Source: an optimization exercise on an open RTL-to-GDS flow (aim: small area and a short achievable clock period). Production flows keep margins and buffers that such runs may drop. Where RTL was checked, it was by simulation tests only, not by an equivalence proof against the original. Power and IR drop assume default switching activity.

==> job 4018 <==
Design ALU, start of the top module:
module ALU(
input clk,
input [15:0] a, b,
input [3*8:0] op,
output [31:0] out
    );
export LEC_CHECK = 0
export CAP_MARGIN = 20
export CORE_MARGIN = 2
export CORE_UTILIZATION = 40
export SLEW_MARGIN = 20
create_clock -name core_clock -period 28.0 [get_ports {clk}]
standard.sh (not shown) runs the stock make flow with config.mk's settings and CLKGATE_MAP_FILE= SYNTH_SCRIPT=/design/flow/synth_recipe.tcl, a recipe that flattens the netlist after the stock synthesis.
==> flow/flow/run.sh <==
#!/bin/bash
# Layout flow: the standard ORFS flow, with
#  - the generated multiplier, adder and result-select modules mapped gate for gate onto
#    cells (flow/map_cells.py) before synthesis, so Yosys keeps their structure as written;
#  - small port buffers, a small clock tree without dummy loads, and an optional
#    timing-repair slack target.
set -euo pipefail
MARGIN=$(cat flow/margin.txt 2>/dev/null || echo 0)
BUF=$(cat flow/portbuf.txt 2>/dev/null || echo sky130_fd_sc_hd__buf_2)
CTS=$(cat flow/cts_args.txt 2>/dev/null || echo "-sink_clustering_enable -repair_clock_nets")
python3 flow/map_cells.py design.v design_mapped.v > map_cells.log 2>&1
bash standard.sh "VERILOG_FILES=$PWD/design_mapped.v" "BUFFER_PORTS_ARGS=-buffer_cell $BUF" \
  "SETUP_SLACK_MARGIN=$MARGIN" "CTS_ARGS=$CTS" finish > standard.log 2>&1
Other scripts of this flow, unchanged in this note and not shown: flow/flow/cts_args.txt, flow/flow/map_cells.py
==> job 4012 (differences from job 4018) <==
ABC_CLOCK_PERIOD_IN_PS = 1500   (was default)
==> summary.txt <==
share of post-route cells with drive strength above 1=0.1690; Synth async-reset ratio=0; Mapped Nets=approximately 1300; DRT Pass-1 Iters=9; I/O pin cnt=90; sequential power share=0.319; Rel. slew slack=0.4578; TNS Setup=0 ns; Resized Gates After CTS=0; largest net degree at the start of global routing=33; Hold Path Class=input pin to flip-flop; most frequent cells in the layout=nor2_1, fa_1, buf_2, xor2_1, nand2_1; part of the Yosys area used for sequential elements=0.07012; H-tree level count=2; NonClk Buf Share=0.04731; prevailing post-synth register cell=dfxtp_1; WP data arrival=8.26 ns; number of synthesized flops with an enable pin=0; status=timing/DRC/antenna clean
The numbers above come from job 4012.

==> summary.txt <==
status=timing/DRC/antenna clean; prevailing post-synth register cell=dfxtp_1; number of synthesized flops with an enable pin=0; largest net degree at the start of global routing=33; Resized Gates After CTS=0; H-tree level count=2; DRT Pass-1 Iters=9; TNS Setup=0 ns; I/O pin cnt=90; Mapped Nets=1261
The numbers above come from job 4018.


==> job 6092 <==
ALU, a different RTL version from the one above (not shown whole).
Settings: LEC_CHECK=0, CAP_MARGIN=20, CORE_MARGIN=2, CORE_UTILIZATION=40, SLEW_MARGIN=20; clock period 28.0 ns.
==> flow/flow/map_cells.py <==
#!/usr/bin/env python3
"""Maps the generated modules of design.v (multiplier, arithmetic, logical) gate for gate onto sky130
cells before synthesis. In those modules each gate is one assign driving a net named KIND_N
(KIND_N_s / KIND_N_c for the sum and carry of an adder); KIND names the cell. Other lines are
kept; the multiplier's product register becomes dfxtp cells named as Yosys names them.
usage: map_cells.py design.v out.v"""
import re, sys

CELL = {
    'inv': ('inv_1', ['A'], ['Y']),
    'nand2': ('nand2_1', ['A', 'B'], ['Y']),
    'nor2': ('nor2_1', ['A', 'B'], ['Y']),
    'fa': ('fa_1', ['A', 'B', 'CIN'], ['SUM', 'COUT']),
    'ha': ('ha_1', ['A', 'B'], ['SUM', 'COUT']),
    'xor2': ('xor2_1', ['A', 'B'], ['X']),
    'xnor2': ('xnor2_1', ['A', 'B'], ['Y']),
    'a21oi': ('a21oi_1', ['A1', 'A2', 'B1'], ['Y']),
    'o21ai': ('o21ai_1', ['A1', 'A2', 'B1'], ['Y']),
    'a222oi': ('a222oi_1', ['A1', 'A2', 'B1', 'B2', 'C1', 'C2'], ['Y']),
    'a22oi': ('a22oi_1', ['A1', 'A2', 'B1', 'B2'], ['Y']),
    'nand3': ('nand3_1', ['A', 'B', 'C'], ['Y']),
    'and2': ('and2_1', ['A', 'B'], ['X']),
    'and2b': ('and2b_1', ['A_N', 'B'], ['X']),
    'nor3': ('nor3_1', ['A', 'B', 'C'], ['Y']),
    'nor4': ('nor4_1', ['A', 'B', 'C', 'D'], ['Y']),
    'nand4': ('nand4_1', ['A', 'B', 'C', 'D'], ['Y']),
    'a21o': ('a21o_1', ['A1', 'A2', 'B1'], ['X']),
}
# drive strength by fanout inside the module: (fanout at least, cell)
SIZES = {
    'inv': [(4, 'inv_2'), (8, 'inv_4')],
    'nand2': [(4, 'nand2_2')],
    'nor2': [(4, 'nor2_2'), (8, 'nor2_4')],
    'a21oi': [(4, 'a21oi_2'), (8, 'a21oi_4')],
    'o21ai': [(5, 'o21ai_2'), (9, 'o21ai_4')],
    'nor3': [(4, 'nor3_2'), (8, 'nor3_4')],
    'and2': [(4, 'and2_2'), (8, 'and2_4')],
}
IDENT = r'[A-Za-z_][A-Za-z0-9_]*(?:\s*\[\s*\d+\s*\])?'
GATE = re.compile(r'\s*assign\s+((' + '|'.join(CELL) + r')(?:X(\d+))?_(\d+)(?:_([sc]))?)\s*=\s*([^;]*);\s*$')


def map_module(mod):
    gates = {}
    out = []
    for line in mod.split('\n'):
        m = GATE.match(line)
        if not m:
            out.append(line)
            continue
        lhs, kind, size, idx, part, rhs = m.groups()
        ins = []
        for t in re.findall(IDENT, rhs):
            t = re.sub(r'\s+', '', t)
            if t not in ins:
                ins.append(t)
        e = gates.get(idx)
        if e is None:
            e = gates[idx] = {'kind': kind, 'size': size, 'ins': None, 'outs': {}, 'pos': len(out)}
            out.append(None)
        if part in (None, 's'):
            e['ins'] = ins
        e['outs'][part] = lhs
    fanout = {}
    for e in gates.values():
        for s in e['ins']:
            fanout[s] = fanout.get(s, 0) + 1
    for line in out:
        if line is not None and not line.lstrip().startswith('sky130'):
            for t in re.findall(IDENT, line):
                fanout[t] = fanout.get(t, 0) + 1
    for idx, e in gates.items():
        cell, ip, op = CELL[e['kind']]
        outs0 = list(e['outs'].values())
        fo = max(fanout.get(o, 0) for o in outs0)
        for lim, big in SIZES.get(e['kind'], []):
            if fo >= lim:
                cell = big
        if e['size']:
            cell = cell.rsplit('_', 1)[0] + '_' + e['size']
        assert len(e['ins']) == len(ip), (idx, e)
        outs = [e['outs'][None]] if None in e['outs'] else [e['outs']['s'], e['outs']['c']]
        pins = [f'.{p}({s})' for p, s in zip(ip, e['ins'])] + \
               [f'.{p}({s})' for p, s in zip(op, outs)]
        out[e['pos']] = f'sky130_fd_sc_hd__{cell} g{idx} (' + ', '.join(pins) + ');'
    text = '\n'.join(out)
    m = re.search(r'always\s*@\s*\(\s*posedge\s+clk\s*\)\s*C\s*<=\s*prod\s*;', text)
    if m:
        regs = '\n'.join(f'sky130_fd_sc_hd__dfxtp_1 \\C[{c}]$_DFF_P_  (.CLK(clk), .D(prod[{c}]), .Q(C[{c}]));'
                         for c in range(32))
        text = text[:m.start()] + regs + text[m.end():]
        text = re.sub(r'output\s+reg\s+\[31:0\]\s*C', 'output [31:0] C', text)
    return text, len(gates)


src = open(sys.argv[1]).read()
total = 0
for name in ('multiplier', 'arithmetic', 'logical'):
    m = re.search(r'module\s+' + name + r'\s*\(.*?\bendmodule\b', src, re.S)
    if m:
        text, n = map_module(m.group(0))
        src = src[:m.start()] + text + src[m.end():]
        total += n
open(sys.argv[2], 'w').write(src)
print(f'mapped {total} gates', file=sys.stderr)
Scripts as last shown in full above: flow/flow/run.sh
==> job 5565: changes against job 6092 <==
--- a/flow/design.v
+++ b/flow/design.v
@@ -2,11 +2,11 @@
 wire a222oi_20001, xor2_20002, a222oi_20003, a22oi_20004, nand3_20005, a222oi_20006, xor2_20007, a222oi_20008, a22oi_20009, nand3_20010, a222oi_20011, xor2_20012, a222oi_20013, a22oi_20014, nand3_20015, a222oi_20016;
 wire xor2_20017, a222oi_20018, a22oi_20019, nand3_20020, a222oi_20021, xor2_20022, a222oi_20023, a22oi_20024, nand3_20025, a222oi_20026, xor2_20027, a222oi_20028, a22oi_20029, nand3_20030, a222oi_20031, xor2_20032;
 wire a222oi_20033, a22oi_20034, nand3_20035, a222oi_20036, xor2_20037, a222oi_20038, a22oi_20039, nand3_20040, a222oi_20041, xor2_20042, a222oi_20043, a22oi_20044, nand3_20045, a222oi_20046, xor2_20047, a222oi_20048;
 wire a22oi_20049, nand3_20050, a222oi_20051, xor2_20052, a222oi_20053, a22oi_20054, nand3_20055, a222oi_20056, xor2_20057, a222oi_20058, a22oi_20059, nand3_20060, a222oi_20061, xor2_20062, a222oi_20063, a22oi_20064;
 wire nand3_20065, a222oi_20066, xor2_20067, a222oi_20068, a22oi_20069, nand3_20070, a222oi_20071, xor2_20072, a222oi_20073, a22oi_20074, nand3_20075, a222oi_20076, xor2_20077, a22oi_20078, a22oi_20079, a22oi_20080;
-wire nand4_20081, inv_20082, nor2_20083, a21o_20084;
+wire nand4_20081, and2b_20082, a21o_20083;
 assign a222oi_20001 = ~((k_g & g[0]) | (k_p & p[0]) | (k_a & a[0]));
 assign xor2_20002 = a222oi_20001 ^ inv;
 assign a222oi_20003 = ~((as & s[0]) | (rol & a[15]) | (right & a[1]));
 assign a22oi_20004 = ~((mul & m[0]) | (cmp & ne));
 assign nand3_20005 = ~(a222oi_20003 & a22oi_20004 & xor2_20002);
@@ -84,25 +84,24 @@
 assign xor2_20077 = a222oi_20076 ^ inv;
 assign a22oi_20078 = ~((as & s[15]) | (left & a[14]));
 assign a22oi_20079 = ~((mul & m[15]) | (cmp & lt[1]));
 assign a22oi_20080 = ~((asr & a[15]) | (ror & a[0]));
 assign nand4_20081 = ~(a22oi_20078 & a22oi_20079 & a22oi_20080 & xor2_20077);
-assign inv_20082 = ~add;
-assign nor2_20083 = ~(inv_20082 | lt[0]);
-assign a21o_20084 = (mul & m[16]) | nor2_20083;
-assign x = {a21o_20084, nand4_20081, nand3_20075, nand3_20070, nand3_20065, nand3_20060, nand3_20055, nand3_20050, nand3_20045, nand3_20040, nand3_20035, nand3_20030, nand3_20025, nand3_20020, nand3_20015, nand3_20010, nand3_20005};
+assign and2b_20082 = ~lt[0] & add;
+assign a21o_20083 = (mul & m[16]) | and2b_20082;
+assign x = {a21o_20083, nand4_20081, nand3_20075, nand3_20070, nand3_20065, nand3_20060, nand3_20055, nand3_20050, nand3_20045, nand3_20040, nand3_20035, nand3_20030, nand3_20025, nand3_20020, nand3_20015, nand3_20010, nand3_20005};
 endmodule
 module arithmetic(input [15:0] A, input [15:0] B, input [2:0] o, output [15:0] S, output [1:0] lt, output [15:0] p, output [15:0] g);
 wire and2b_10001, nor2X2_10002, nor2X2_10003, nor2X2_10004, nor2X2_10005, xor2_10006, xor2_10007, and2b_10008, xor2_10009, xor2_10010, and2b_10011, xor2_10012, xor2_10013, and2b_10014, xor2_10015, xor2_10016;
 wire and2b_10017, xor2_10018, xor2_10019, and2b_10020, xor2_10021, xor2_10022, and2b_10023, xor2_10024, xor2_10025, and2b_10026, xor2_10027, xor2_10028, and2b_10029, xor2_10030, xor2_10031, and2b_10032;
 wire xor2_10033, xor2_10034, and2b_10035, xor2_10036, xor2_10037, and2b_10038, xor2_10039, xor2_10040, and2b_10041, xor2_10042, xor2_10043, and2b_10044, xor2_10045, xor2_10046, and2b_10047, xor2_10048;
 wire xor2_10049, and2b_10050, xor2_10051, xor2_10052, and2b_10053, a21oi_10054, a21oi_10055, nand2_10056, a21oi_10057, nand2_10058, a21oi_10059, nand2_10060, a21oi_10061, nand2_10062, a21oi_10063, nand2_10064;
 wire a21oi_10065, nand2_10066, a21oi_10067, nand2_10068, inv_10069, a21oi_10070, o21ai_10071, inv_10072, a21oi_10073, inv_10074, nand2_10075, o21ai_10076, nor2_10077, inv_10078, a21oi_10079, inv_10080;
 wire nand2_10081, o21ai_10082, nor2_10083, inv_10084, a21oi_10085, inv_10086, nand2_10087, o21ai_10088, nor2_10089, a21oi_10090, inv_10091, o21ai_10092, inv_10093, o21ai_10094, a21oi_10095, a21oi_10096;
 wire nand2_10097, inv_10098, o21ai_10099, inv_10100, nand2_10101, inv_10102, o21ai_10103, inv_10104, nand2_10105, a21oi_10106, nand2_10107, inv_10108, a21oi_10109, o21ai_10110, o21ai_10111, inv_10112;
 wire a21oi_10113, o21ai_10114, inv_10115, o21ai_10116, inv_10117, o21ai_10118, o21ai_10119, xor2_10121, xnor2_10122, xnor2_10123, xor2_10124, xnor2_10125, xor2_10126, xor2_10127, xnor2_10128, xnor2_10129;
-wire xor2_10130, xor2_10131, xnor2_10132, xor2_10133, xor2_10134, xor2_10135, xor2_10136, a21oiX4_10137, a21oiX4_10138;
+wire xor2_10130, xor2_10131, xnor2_10132, xor2_10133, xor2_10134, xor2_10135, xor2_10136, a21oiX2_10137, a21oiX2_10138;
 assign and2b_10001 = ~o[0] & o[2];
 assign nor2X2_10002 = ~(o[1] | and2b_10001);
 assign nor2X2_10003 = ~(o[1] | and2b_10001);
 assign nor2X2_10004 = ~(o[1] | and2b_10001);
 assign nor2X2_10005 = ~(o[1] | and2b_10001);
@@ -234,16 +233,16 @@
 assign xnor2_10132 = ~(xor2_10040 ^ a21oi_10113);
 assign xor2_10133 = xor2_10043 ^ o21ai_10114;
 assign xor2_10134 = xor2_10046 ^ o21ai_10116;
 assign xor2_10135 = xor2_10049 ^ o21ai_10118;
 assign xor2_10136 = xor2_10052 ^ o21ai_10119;
-assign a21oiX4_10137 = ~((xor2_10052 & o21ai_10119) | and2b_10053);
-assign a21oiX4_10138 = ~((xor2_10052 & o21ai_10119) | and2b_10053);
+assign a21oiX2_10137 = ~((xor2_10052 & o21ai_10119) | and2b_10053);
+assign a21oiX2_10138 = ~((xor2_10052 & o21ai_10119) | and2b_10053);
 assign S = {xor2_10136, xor2_10135, xor2_10134, xor2_10133, xnor2_10132, xor2_10131, xor2_10130, xnor2_10129, xnor2_10128, xor2_10127, xor2_10126, xnor2_10125, xor2_10124, xnor2_10123, xnor2_10122, xor2_10121};
-assign p = {xor2_10051, xor2_10048, xor2_10045, xor2_10042, xor2_10039, xor2_10036, xor2_10033, xor2_10030, xor2_10027, xor2_10024, xor2_10021, xor2_10018, xor2_10015, xor2_10012, xor2_10009, xor2_10006};
+assign p = {xor2_10052, xor2_10049, xor2_10046, xor2_10043, xor2_10040, xor2_10037, xor2_10034, xor2_10031, xor2_10028, xor2_10025, xor2_10022, xor2_10019, xor2_10016, xor2_10013, xor2_10010, xor2_10007};
 assign g = {and2b_10053, and2b_10050, and2b_10047, and2b_10044, and2b_10041, and2b_10038, and2b_10035, and2b_10032, and2b_10029, and2b_10026, and2b_10023, and2b_10020, and2b_10017, and2b_10014, and2b_10011, and2b_10008};
-assign lt = {a21oiX4_10138, a21oiX4_10137};
+assign lt = {a21oiX2_10138, a21oiX2_10137};
 endmodule
 module multiplier(input clk, input [15:0] A1, input [15:0] B1, input [24:0] op, output reg [31:0] C);
 wire nor4_1, nor4_2, nor4_3, nor4_4, nor4_5, nor2_6, nand4_7, nand2_8, nand3_9, nor3_10, inv_11, inv_12, inv_13, inv_14, inv_15, inv_16;
 wire inv_17, inv_18, inv_19, inv_20, inv_21, inv_22, inv_23, inv_24, inv_25, inv_26, nand2_27, nand2_28, nand2_29, nand2_30, nand2_31, nand2_32;
 wire nand2_33, nand2_34, nand2_35, nand2_36, nand2_37, nand2_38, nand2_39, nand2_40, nand2_41, nand2_42, nor2_43, nor2_44, nor2_45, nor2_46, nor2_47, nor2_48;
@@ -1176,11 +1175,11 @@
 wire is_ror  = ro_ & (c0 == "r");
 wire is_cmp  = t3 & (c2 == "c") & (c1 == "m") & (c0 == "p");
 wire [15:0] s, p, g;
 wire [1:0] lt;                           
 arithmetic AA1(.A(a), .B(b), .o(op[2:0]), .S(s), .lt(lt), .p(p), .g(g));
-wire ne = |p;                            
+wire ne = ~&p;                           
 wire [31:0] m;
 multiplier M(.clk(clk), .A1(a), .B1(b), .op(op), .C(m));
 wire as = is_add | is_sub;
 logical L(.a(a), .p(p), .g(g), .s(s), .m(m[16:0]),
   .k_g(is_and | is_or | is_nand | is_nor),
==> flow/flow/cts_args.txt (new file) <==
-buf_list sky130_fd_sc_hd__clkbuf_4 -root_buf sky130_fd_sc_hd__clkbuf_4 -sink_clustering_enable -dont_use_dummy_load -repair_clock_nets
==> job 2146: changes against job 6092 <==
--- a/flow/design.v
+++ b/flow/design.v
@@ -90,24 +90,24 @@
 assign nor2_20083 = ~(inv_20082 | lt[0]);
 assign a21o_20084 = (mul & m[16]) | nor2_20083;
 assign x = {a21o_20084, nand4_20081, nand3_20075, nand3_20070, nand3_20065, nand3_20060, nand3_20055, nand3_20050, nand3_20045, nand3_20040, nand3_20035, nand3_20030, nand3_20025, nand3_20020, nand3_20015, nand3_20010, nand3_20005};
 endmodule
 module arithmetic(input [15:0] A, input [15:0] B, input [2:0] o, output [15:0] S, output [1:0] lt, output [15:0] p, output [15:0] g);
-wire and2b_10001, nor2X2_10002, nor2X2_10003, nor2X2_10004, nor2X2_10005, xor2_10006, xor2_10007, and2b_10008, xor2_10009, xor2_10010, and2b_10011, xor2_10012, xor2_10013, and2b_10014, xor2_10015, xor2_10016;
+wire nor2b_10001, nor2X2_10002, nor2X2_10003, nor2X2_10004, nor2X2_10005, xor2_10006, xor2_10007, and2b_10008, xor2_10009, xor2_10010, and2b_10011, xor2_10012, xor2_10013, and2b_10014, xor2_10015, xor2_10016;
 wire and2b_10017, xor2_10018, xor2_10019, and2b_10020, xor2_10021, xor2_10022, and2b_10023, xor2_10024, xor2_10025, and2b_10026, xor2_10027, xor2_10028, and2b_10029, xor2_10030, xor2_10031, and2b_10032;
 wire xor2_10033, xor2_10034, and2b_10035, xor2_10036, xor2_10037, and2b_10038, xor2_10039, xor2_10040, and2b_10041, xor2_10042, xor2_10043, and2b_10044, xor2_10045, xor2_10046, and2b_10047, xor2_10048;
 wire xor2_10049, and2b_10050, xor2_10051, xor2_10052, and2b_10053, a21oi_10054, a21oi_10055, nand2_10056, a21oi_10057, nand2_10058, a21oi_10059, nand2_10060, a21oi_10061, nand2_10062, a21oi_10063, nand2_10064;
 wire a21oi_10065, nand2_10066, a21oi_10067, nand2_10068, inv_10069, a21oi_10070, o21ai_10071, inv_10072, a21oi_10073, inv_10074, nand2_10075, o21ai_10076, nor2_10077, inv_10078, a21oi_10079, inv_10080;
 wire nand2_10081, o21ai_10082, nor2_10083, inv_10084, a21oi_10085, inv_10086, nand2_10087, o21ai_10088, nor2_10089, a21oi_10090, inv_10091, o21ai_10092, inv_10093, o21ai_10094, a21oi_10095, a21oi_10096;
 wire nand2_10097, inv_10098, o21ai_10099, inv_10100, nand2_10101, inv_10102, o21ai_10103, inv_10104, nand2_10105, a21oi_10106, nand2_10107, inv_10108, a21oi_10109, o21ai_10110, o21ai_10111, inv_10112;
 wire a21oi_10113, o21ai_10114, inv_10115, o21ai_10116, inv_10117, o21ai_10118, o21ai_10119, xor2_10121, xnor2_10122, xnor2_10123, xor2_10124, xnor2_10125, xor2_10126, xor2_10127, xnor2_10128, xnor2_10129;
 wire xor2_10130, xor2_10131, xnor2_10132, xor2_10133, xor2_10134, xor2_10135, xor2_10136, a21oiX4_10137, a21oiX4_10138;
-assign and2b_10001 = ~o[0] & o[2];
-assign nor2X2_10002 = ~(o[1] | and2b_10001);
-assign nor2X2_10003 = ~(o[1] | and2b_10001);
-assign nor2X2_10004 = ~(o[1] | and2b_10001);
-assign nor2X2_10005 = ~(o[1] | and2b_10001);
+assign nor2b_10001 = ~o[0] & o[2];
+assign nor2X2_10002 = ~(o[1] | nor2b_10001);
+assign nor2X2_10003 = ~(o[1] | nor2b_10001);
+assign nor2X2_10004 = ~(o[1] | nor2b_10001);
+assign nor2X2_10005 = ~(o[1] | nor2b_10001);
 assign xor2_10006 = A[0] ^ B[0];
 assign xor2_10007 = xor2_10006 ^ nor2X2_10002;
 assign and2b_10008 = ~xor2_10007 & A[0];
 assign xor2_10009 = A[1] ^ B[1];
 assign xor2_10010 = xor2_10009 ^ nor2X2_10002;
==> flow/flow/cts_args.txt (new file) <==
-buf_list sky130_fd_sc_hd__clkbuf_4 -root_buf sky130_fd_sc_hd__clkbuf_8 -sink_clustering_enable -sink_clustering_size 8 -sink_clustering_max_diameter 60 -dont_use_dummy_load -repair_clock_nets
--- a/flow/flow/map_cells.py
+++ b/flow/flow/map_cells.py
@@ -19,10 +19,11 @@
     'a222oi': ('a222oi_1', ['A1', 'A2', 'B1', 'B2', 'C1', 'C2'], ['Y']),
     'a22oi': ('a22oi_1', ['A1', 'A2', 'B1', 'B2'], ['Y']),
     'nand3': ('nand3_1', ['A', 'B', 'C'], ['Y']),
     'and2': ('and2_1', ['A', 'B'], ['X']),
     'and2b': ('and2b_1', ['A_N', 'B'], ['X']),
+    'nor2b': ('nor2b_1', ['A', 'B_N'], ['Y']),
     'nor3': ('nor3_1', ['A', 'B', 'C'], ['Y']),
     'nor4': ('nor4_1', ['A', 'B', 'C', 'D'], ['Y']),
     'nand4': ('nand4_1', ['A', 'B', 'C', 'D'], ['Y']),
     'a21o': ('a21o_1', ['A1', 'A2', 'B1'], ['X']),
 }
==> summary.txt <==
* Max incr delay on CP at 0.43 ns
* Synth cell types at 49
* Cells after Synth at 982
* Status: timing/DRC/antenna clean
* Drt first pass iters at 10
* Critical path arrival at 8.80 ns
* Static Leak at 0.00506 µW
* Max Freq at 0.0694 GHz
* P_comb at 61.3 µW
* Initial Utilization at 0.405
* Core region area at 22600 µm²
* Signal buffers at 92
The numbers above come from job 5565.

==> summary.txt <==
* Status: timing/DRC/antenna clean
* Max Freq at 0.0702 GHz
* P_comb at 61.7 µW
* Initial Utilization at 0.406
* Synth cell types at 51
* Signal buffers at 92
* Static Leak at 0.00512 µW
* Cells after Synth at 985
* Core region area at 22600 µm²
* Critical path arrival at 8.64 ns
* Drt first pass iters at 8
* Max incr delay on CP at 0.33 ns
The numbers above come from job 6092.

==> summary.txt <==
* Initial Utilization at 0.407
* Drt first pass iters at 7
* Synth cell types at 51
* Max incr delay on CP at 0.45 ns
* Static Leak at 0.00509 µW
* Max Freq at 0.0702 GHz
* Critical path arrival at 8.65 ns
* Status: timing/DRC/antenna clean
* P_comb at 61.2 µW
The numbers above come from job 2146.

Function was not checked in any run of this note: the RTL went through the layout flow alone.

## static timing again, ports no longer ideal
The results above use ideal ports. As a check the final layouts listed here were re-extracted and re-timed, cells and wires unchanged.
Step 1, drivers: a clkbuf_16 drives clk and a buf_2 each remaining input, both assumed.
Step 2, shift: input delay + t, output delay - t, t = (earliest + latest rising clock arrival at the registers) / 2. This alone moves slack from input paths to output paths.
Three values: ideal, step 1, step 2; two values: the first two.
| run | shift t [ns] | slack for setup (ns) | worst hold slack (ns) |
|---|---|---|---|
| job 4018 | 0.354 | 14.142 / 14.106 / 14.106 | 5.749 / 5.736 / 6.090 |
| job 4012 | 0.354 | 14.142 / 14.106 / 14.106 | 5.749 / 5.736 / 6.090 |
| job 6092 | 0.327 | 13.759 / 13.734 / 13.734 | 5.777 / 5.761 / 6.087 |
| job 5565 | 0.411 | 13.601 / 13.569 / 13.569 | 5.644 / 5.626 / 6.038 |
| job 2146 | 0.339 | 13.746 / 13.713 / 13.713 | 5.762 / 5.755 / 6.094 |
After both steps every run listed still meets setup and hold.
